What follows belongs to an exercise in optimizing a design on an open flow for small area; a production flow would make more cautious choices. The RTL was checked by simulation tests, not by an equivalence proof against the original design. Power and IR drop assume default switching activity.

==> flow/design.v <==
`timescale 1ns/1ps
module top_pynq (
    input  wire         ACLK,
    input  wire         ARESETN,
    input  wire [31:0]  AWADDR,
    input  wire         AWVALID,
    output reg          AWREADY,
    input  wire [31:0]  WDATA,
    input  wire [3:0]   WSTRB,
    input  wire         WVALID,
    output reg          WREADY,
    output wire [1:0]   BRESP,
    output wire         BVALID,
    input  wire         BREADY,
    input  wire [31:0]  ARADDR,
    input  wire         ARVALID,
    output reg          ARREADY,
    output wire [31:0]  RDATA,
    output wire [1:0]   RRESP,
    output reg          RVALID,
    input  wire         RREADY,
    output wire spi_sclk,
    output wire spi_mosi,
    input  wire spi_miso,
    output wire spi_cs,
    output reg  spi_dc,
    output reg  tft_reset
);
    assign BRESP = 2'b00;
    assign RRESP = 2'b00;
    reg [1:0] st;
    wire st_idle = (st == 2'b00);
    wire st_w    = (st == 2'b01);
    wire st_b    = (st == 2'b11);
    wire st_r    = (st == 2'b10);
    assign BVALID = st_b;
    reg aw_pending, w_pending;
    reg [1:0] awc;       
    reg [7:0] wbuf;      
    reg [3:0] arq;       
    wire full;
    wire empty;
    wire aw_take = st_idle & AWVALID & ~aw_pending;
    wire w_take  = st_idle & WVALID & ~w_pending;
    wire both    = aw_pending & w_pending;
    wire ar_take = st_idle & ARVALID & ~both;
    wire w_done  = st_w & ~full;
    wire r_done  = st_r & ~full;
    wire aw_ok = ~AWADDR[5] & ~AWADDR[2];
    wire [1:0] awc_in = aw_ok ? AWADDR[4:3] : 2'b10;
    always @(posedge ACLK or negedge ARESETN)
        if (!ARESETN) begin
            AWREADY    <= 1'b0;
            WREADY     <= 1'b0;
            ARREADY    <= 1'b0;
            RVALID     <= 1'b0;
            st         <= 2'b00;
            aw_pending <= 1'b0;
            w_pending  <= 1'b0;
        end else begin
            AWREADY <= aw_take;
            WREADY  <= w_take;
            ARREADY <= ar_take;
            if (r_done)
                RVALID <= 1'b1;
            else if (RREADY)
                RVALID <= 1'b0;
            case (st)
                2'b00: st <= both ? 2'b01 : ARVALID ? 2'b10 : 2'b00;
                2'b01: st <= full ? 2'b01 : 2'b11;
                2'b11: st <= BREADY ? 2'b00 : 2'b11;
                2'b10: st <= full ? 2'b10 : 2'b00;
            endcase
            if (aw_take) aw_pending <= 1'b1;
            else if (w_done) aw_pending <= 1'b0;
            if (w_take) w_pending <= 1'b1;
            else if (w_done) w_pending <= 1'b0;
        end
    always @(posedge ACLK) begin
        if (aw_take) awc <= awc_in;
        if (w_take)  wbuf <= WDATA[7:0];
        if (ar_take) arq <= ARADDR[5:2];
    end
    wire wr_fifo = st_w & (awc == 2'b00);
    wire wr_dc   = st_w & (awc == 2'b01);
    wire wr_tft  = st_w & (awc == 2'b11);
    always @(posedge ACLK)
        if (wr_dc) spi_dc <= wbuf[0];
    always @(posedge ACLK or negedge ARESETN)
        if (!ARESETN)
            tft_reset <= 1'b1;
        else if (wr_tft)
            tft_reset <= wbuf[0];
    reg [7:0] fe [0:15];
    reg [4:0] cnt;
    assign empty = (cnt == 5'd0);
    assign full  = cnt[4];
    wire push = wr_fifo & ~full;
    wire pop;
    wire npush = ~push;
    genvar ge, gd;
    generate
        for (ge = 0; ge < 16; ge = ge + 1) begin : g_fe
            for (gd = 0; gd < 8; gd = gd + 1) begin : g_fd
                wire d;
                if (ge == 0) begin : g0
                    fifo_ao22 u (.a1(push), .a2(wbuf[gd]), .b1(npush), .b2(fe[ge][gd]), .y(d));
                end else begin : gn
                    fifo_ao22 u (.a1(push), .a2(fe[ge-1][gd]), .b1(npush), .b2(fe[ge][gd]), .y(d));
                end
                always @(posedge ACLK)
                    fe[ge][gd] <= d;
            end
        end
    endgenerate
    wire [5:0] cu, cd;
    assign cu[0] = push & ~pop;
    assign cd[0] = pop & ~push;
    genvar gc;
    generate
        for (gc = 0; gc < 5; gc = gc + 1) begin : g_cnt
            assign cu[gc+1] = cu[gc] & cnt[gc];
            assign cd[gc+1] = cd[gc] & ~cnt[gc];
            always @(posedge ACLK or negedge ARESETN)
                if (!ARESETN)
                    cnt[gc] <= 1'b0;
                else
                    cnt[gc] <= cnt[gc] ^ (cu[gc] | cd[gc]);
        end
    endgenerate
    localparam [2:0] N_IDLE = 3'd0, N_POP = 3'd1, N_LAUNCH = 3'd2,
                     N_START = 3'd3, N_DONE = 3'd4, N_IAD = 3'd5;
    reg        act;
    reg  [3:0] u;
    reg  [2:0] div;
    wire [2:0] n = u[3:1];
    wire clk_en = (div == 3'd0);
    assign pop = ~act & (n == N_LAUNCH);
    wire start = ~act & (n == N_START);
    wire done  = ~act & (n == N_DONE);
    always @(posedge ACLK or negedge ARESETN)
        if (!ARESETN)
            div <= 3'd0;
        else
            div <= {div[2] ^ (div[1] & div[0]), div[1] ^ div[0], ~div[0]};
    always @(posedge ACLK or negedge ARESETN)
        if (!ARESETN) begin
            act <= 1'b0;
            u   <= 4'd0;
        end else if (act) begin
            if (clk_en) begin
                if (u == 4'd15) begin
                    act <= 1'b0;
                    u   <= {N_DONE, 1'b0};
                end else
                    u <= u + 4'd1;
            end
        end else begin
            case (n)
                N_IDLE, N_IAD: u <= empty ? 4'd0 : {N_POP, 1'b0};
                N_POP:         u <= {N_LAUNCH, 1'b0};
                N_LAUNCH:      u <= {N_START, 1'b0};
                N_START:       begin act <= 1'b1; u <= 4'd0; end
                N_DONE:        u <= {N_IAD, 1'b0};
                default:       u <= 4'd0;
            endcase
        end
    assign spi_cs   = ~act;
    assign spi_sclk = act & u[0];
    reg  [7:0] sh;
    wire shift = act & clk_en & ~u[0] & (u[3:1] != 3'd0);
    wire hold  = ~(start | shift);
    wire [3:0] sel_lo = {cnt[1] & cnt[0], cnt[1] & ~cnt[0], ~cnt[1] & cnt[0], ~cnt[1] & ~cnt[0]} & {4{start}};
    wire [3:0] sel_hi = {cnt[3] & cnt[2], cnt[3] & ~cnt[2], ~cnt[3] & cnt[2], ~cnt[3] & ~cnt[2]};
    wire [15:0] sel;
    wire [7:0]  sh_d;
    genvar gs, gb;
    generate
        for (gs = 0; gs < 16; gs = gs + 1) begin : g_sel
            assign sel[gs] = sel_hi[gs/4] & sel_lo[gs%4];
        end
        for (gb = 0; gb < 8; gb = gb + 1) begin : g_shd
            wire [5:0] g;
            sel_aoi222 u0 (.a1(sel[0]),  .a2(fe[0][gb]),  .b1(sel[1]),  .b2(fe[1][gb]),  .c1(sel[2]),  .c2(fe[2][gb]),  .y(g[0]));
            sel_aoi222 u1 (.a1(sel[3]),  .a2(fe[3][gb]),  .b1(sel[4]),  .b2(fe[4][gb]),  .c1(sel[5]),  .c2(fe[5][gb]),  .y(g[1]));
            sel_aoi222 u2 (.a1(sel[6]),  .a2(fe[6][gb]),  .b1(sel[7]),  .b2(fe[7][gb]),  .c1(sel[8]),  .c2(fe[8][gb]),  .y(g[2]));
            sel_aoi222 u3 (.a1(sel[9]),  .a2(fe[9][gb]),  .b1(sel[10]), .b2(fe[10][gb]), .c1(sel[11]), .c2(fe[11][gb]), .y(g[3]));
            sel_aoi222 u4 (.a1(sel[12]), .a2(fe[12][gb]), .b1(sel[13]), .b2(fe[13][gb]), .c1(sel[14]), .c2(fe[14][gb]), .y(g[4]));
            if (gb == 0) begin : g_first
                sel_final  u5 (.g(g[4:0]), .a1(sel[15]), .a2(fe[15][gb]), .b1(hold), .b2(sh[gb]), .y(sh_d[gb]));
            end else begin : g_rest
                sel_aoi222 u5 (.a1(sel[15]), .a2(fe[15][gb]), .b1(shift), .b2(sh[gb-1]), .c1(hold), .c2(sh[gb]), .y(g[5]));
                sel_nand6  u6 (.a(g), .y(sh_d[gb]));
            end
        end
    endgenerate
    always @(posedge ACLK or negedge ARESETN)
        if (!ARESETN)
            sh[7] <= 1'b0;
        else
            sh[7] <= sh_d[7];
    always @(posedge ACLK)
        sh[6:0] <= sh_d[6:0];
    assign spi_mosi = sh[7];
    reg  [31:0] tx_count;
    wire [1:0]  tx_gc;       
    assign tx_gc[0] = done;
    assign tx_gc[1] = done & (&tx_count[15:0]);
    genvar gi, gk;
    generate
        for (gk = 0; gk < 2; gk = gk + 1) begin : g_txg
            wire [16:0] c;
            assign c[0] = tx_gc[gk];
            for (gi = 0; gi < 16; gi = gi + 1) begin : g_txc
                assign c[gi+1] = c[gi] & tx_count[16*gk+gi];
                always @(posedge ACLK or negedge ARESETN)
                    if (!ARESETN)
                        tx_count[16*gk+gi] <= 1'b0;
                    else
                        tx_count[16*gk+gi] <= tx_count[16*gk+gi] ^ c[gi];
            end
        end
    endgenerate
    wire dbg1 = act | (n == N_START) | (n == N_DONE) | (n == N_IAD);
    wire dbg0 = act | (n == N_LAUNCH) | (n == N_DONE) | (n == N_IAD);
    reg [31:3] rd_hi;
    reg [2:0]  rd_lo;
    wire a_dc  = (arq == 4'h2);
    wire a_flg = (arq == 4'h3);
    wire a_cnt = (arq == 4'h4);
    wire a_dbg = (arq == 4'h5);
    wire a_tft = (arq == 4'h6);
    wire [2:0] lo_in;
    assign lo_in[0] = (a_dc & spi_dc) | (a_flg & empty) | (a_cnt & tx_count[0]) |
                      (a_dbg & dbg0) | (a_tft & tft_reset);
    assign lo_in[1] = (a_cnt & tx_count[1]) | (a_dbg & dbg1);
    assign lo_in[2] = (a_cnt & tx_count[2]) | (a_flg & spi_dc);
    always @(posedge ACLK or negedge ARESETN)
        if (!ARESETN)
            rd_hi <= 29'd0;
        else if (r_done)
            rd_hi <= tx_count[31:3] & {29{a_cnt}};
    always @(posedge ACLK or negedge ARESETN)
        if (!ARESETN) begin
            rd_lo     <= 3'd0;
        end else if (r_done) begin
            rd_lo     <= lo_in;
        end
    assign RDATA = {rd_hi, rd_lo};
endmodule
module sel_aoi222 (
    input  wire a1, a2, b1, b2, c1, c2,
    output wire y
);
    assign y = ~((a1 & a2) | (b1 & b2) | (c1 & c2));
endmodule
module sel_final (
    input  wire [4:0] g,
    input  wire       a1, a2, b1, b2,
    output wire       y
);
    assign y = ~&g | (a1 & a2) | (b1 & b2);
endmodule
module sel_nand6 (
    input  wire [5:0] a,
    output wire       y
);
    assign y = ~&a;
endmodule
module fifo_ao22 (
    input  wire a1, a2, b1, b2,
    output wire y
);
    assign y = (a1 & a2) | (b1 & b2);
endmodule
Settings: LEC_CHECK=0, CAP_MARGIN=0, CORE_MARGIN=2, CORE_UTILIZATION=75, CTS_BUF_LIST=sky130_fd_sc_hd__clkbuf_4, CTS_CLUSTER_DIAMETER=50, CTS_CLUSTER_SIZE=10, SLEW_MARGIN=0, SYNTH_HIERARCHICAL=1, SYNTH_MINIMUM_KEEP_SIZE=0; clock period 5.0 ns.
standard.sh (not shown) runs the stock make flow with config.mk's settings and CLKGATE_MAP_FILE= SYNTH_SCRIPT=/design/flow/synth_recipe.tcl, a recipe that flattens the netlist after the stock synthesis.
==> flow/flow/run.sh <==
#!/bin/bash
# The standard layout (the standard.sh, unchanged synthesis) with two
# placement/CTS options changed through ORFS variables:
#  - port buffers are buf_1 instead of the default buffer cell;
#  - CTS uses clkbuf_4 sink buffers over clusters of 10 flip-flops and no
#    dummy loads.
# The ORFS step logs stay under orfs/logs; make's own output goes to
# standard.log.
set -e
export BUFFER_PORTS_ARGS="-buffer_cell sky130_fd_sc_hd__buf_1"
export CTS_ARGS="-sink_clustering_enable -repair_clock_nets -sink_clustering_size 10 -sink_clustering_max_diameter 50 -buf_list sky130_fd_sc_hd__clkbuf_4 -dont_use_dummy_load"
bash standard.sh > standard.log 2>&1
Edit:
--- a/flow/design.v
+++ b/flow/design.v
@@ -94,28 +94,19 @@
     reg [7:0] fe [0:15];
     reg [4:0] cnt;
     assign empty = (cnt == 5'd0);
     assign full  = cnt[4];
     wire push = wr_fifo & ~full;
     wire pop;
-    wire npush = ~push;
-    genvar ge, gd;
-    generate
-        for (ge = 0; ge < 16; ge = ge + 1) begin : g_fe
-            for (gd = 0; gd < 8; gd = gd + 1) begin : g_fd
-                wire d;
-                if (ge == 0) begin : g0
-                    fifo_ao22 u (.a1(push), .a2(wbuf[gd]), .b1(npush), .b2(fe[ge][gd]), .y(d));
-                end else begin : gn
-                    fifo_ao22 u (.a1(push), .a2(fe[ge-1][gd]), .b1(npush), .b2(fe[ge][gd]), .y(d));
-                end
-                always @(posedge ACLK)
-                    fe[ge][gd] <= d;
-            end
-        end
-    endgenerate
+    integer i;
+    always @(posedge ACLK)
+        if (push) begin
+            fe[0] <= wbuf;
+            for (i = 1; i < 16; i = i + 1)
+                fe[i] <= fe[i-1];
+        end
     wire [5:0] cu, cd;
     assign cu[0] = push & ~pop;
     assign cd[0] = pop & ~push;
     genvar gc;
     generate
         for (gc = 0; gc < 5; gc = gc + 1) begin : g_cnt
@@ -166,44 +157,41 @@
             endcase
         end
     assign spi_cs   = ~act;
     assign spi_sclk = act & u[0];
     reg  [7:0] sh;
     wire shift = act & clk_en & ~u[0] & (u[3:1] != 3'd0);
-    wire hold  = ~(start | shift);
+    wire sh_en = start | shift;
     wire [3:0] sel_lo = {cnt[1] & cnt[0], cnt[1] & ~cnt[0], ~cnt[1] & cnt[0], ~cnt[1] & ~cnt[0]} & {4{start}};
     wire [3:0] sel_hi = {cnt[3] & cnt[2], cnt[3] & ~cnt[2], ~cnt[3] & cnt[2], ~cnt[3] & ~cnt[2]};
     wire [15:0] sel;
     wire [7:0]  sh_d;
     genvar gs, gb;
     generate
         for (gs = 0; gs < 16; gs = gs + 1) begin : g_sel
             assign sel[gs] = sel_hi[gs/4] & sel_lo[gs%4];
         end
         for (gb = 0; gb < 8; gb = gb + 1) begin : g_shd
-            wire [5:0] g;
+            wire [4:0] g;
+            wire       sh_in = (gb == 0) ? 1'b0 : sh[(gb == 0) ? 0 : gb-1];
             sel_aoi222 u0 (.a1(sel[0]),  .a2(fe[0][gb]),  .b1(sel[1]),  .b2(fe[1][gb]),  .c1(sel[2]),  .c2(fe[2][gb]),  .y(g[0]));
             sel_aoi222 u1 (.a1(sel[3]),  .a2(fe[3][gb]),  .b1(sel[4]),  .b2(fe[4][gb]),  .c1(sel[5]),  .c2(fe[5][gb]),  .y(g[1]));
             sel_aoi222 u2 (.a1(sel[6]),  .a2(fe[6][gb]),  .b1(sel[7]),  .b2(fe[7][gb]),  .c1(sel[8]),  .c2(fe[8][gb]),  .y(g[2]));
             sel_aoi222 u3 (.a1(sel[9]),  .a2(fe[9][gb]),  .b1(sel[10]), .b2(fe[10][gb]), .c1(sel[11]), .c2(fe[11][gb]), .y(g[3]));
             sel_aoi222 u4 (.a1(sel[12]), .a2(fe[12][gb]), .b1(sel[13]), .b2(fe[13][gb]), .c1(sel[14]), .c2(fe[14][gb]), .y(g[4]));
-            if (gb == 0) begin : g_first
-                sel_final  u5 (.g(g[4:0]), .a1(sel[15]), .a2(fe[15][gb]), .b1(hold), .b2(sh[gb]), .y(sh_d[gb]));
-            end else begin : g_rest
-                sel_aoi222 u5 (.a1(sel[15]), .a2(fe[15][gb]), .b1(shift), .b2(sh[gb-1]), .c1(hold), .c2(sh[gb]), .y(g[5]));
-                sel_nand6  u6 (.a(g), .y(sh_d[gb]));
-            end
+            sel_final  u5 (.g(g[4:0]), .a1(sel[15]), .a2(fe[15][gb]), .b1(~start), .b2(sh_in), .y(sh_d[gb]));
         end
     endgenerate
     always @(posedge ACLK or negedge ARESETN)
         if (!ARESETN)
             sh[7] <= 1'b0;
-        else
+        else if (sh_en)
             sh[7] <= sh_d[7];
     always @(posedge ACLK)
-        sh[6:0] <= sh_d[6:0];
+        if (sh_en)
+            sh[6:0] <= sh_d[6:0];
     assign spi_mosi = sh[7];
     reg  [31:0] tx_count;
     wire [1:0]  tx_gc;       
     assign tx_gc[0] = done;
     assign tx_gc[1] = done & (&tx_count[15:0]);
     genvar gi, gk;
@@ -258,18 +246,6 @@
     input  wire [4:0] g,
     input  wire       a1, a2, b1, b2,
     output wire       y
 );
     assign y = ~&g | (a1 & a2) | (b1 & b2);
 endmodule
-module sel_nand6 (
-    input  wire [5:0] a,
-    output wire       y
-);
-    assign y = ~&a;
-endmodule
-module fifo_ao22 (
-    input  wire a1, a2, b1, b2,
-    output wire y
-);
-    assign y = (a1 & a2) | (b1 & b2);
-endmodule
After rerunning: Wire length came out lower by 15%. Non-clock buffer count is lower by 2. Die area increases by 2.9%. Power came out lower by 1.5%. Cell count went down by 14%. Clock-buffer cell count stays the same. Maximum frequency rose by 3.1%. Register-to-register slack gets better by 0.12 ns. First-iteration DRC count shrinks by 31%. Global-route usage decreases by 3.7 points. Sequential power climbs by about 3%. Flip-flop and latch count is unchanged. Cell area rises by 2.7%. Combinational power came out lower by 20%.

==> re-timing with driven ports <==
In the flow no input, the clock included, has a driving cell. The finished layouts below were timed again as built, in two steps.
Step 1 assumes that a clkbuf_16 drives the clock port and a buf_2 every other input.
Step 2 adds t to the input delays and takes it off the output delays; t is the mean of the earliest and latest rising clock arrival at the registers after step 1. Input paths then give back, and output paths get back, about the clock's delay inside the block.
Slacks: no drivers / after step 1 / after step 2; pairs: no drivers / after step 1.
run | t, ns | setup WS [ns] | worst slew at a driven data input, ns | cell pins on the clock port's net
the first run | 0.633 | 0.852 / 0.852 / 0.852 | 0.03 | 1
the second run | 0.633 | 0.976 / 0.976 / 0.976 | 0.04 | 1
After both steps every run listed still meets setup and hold.
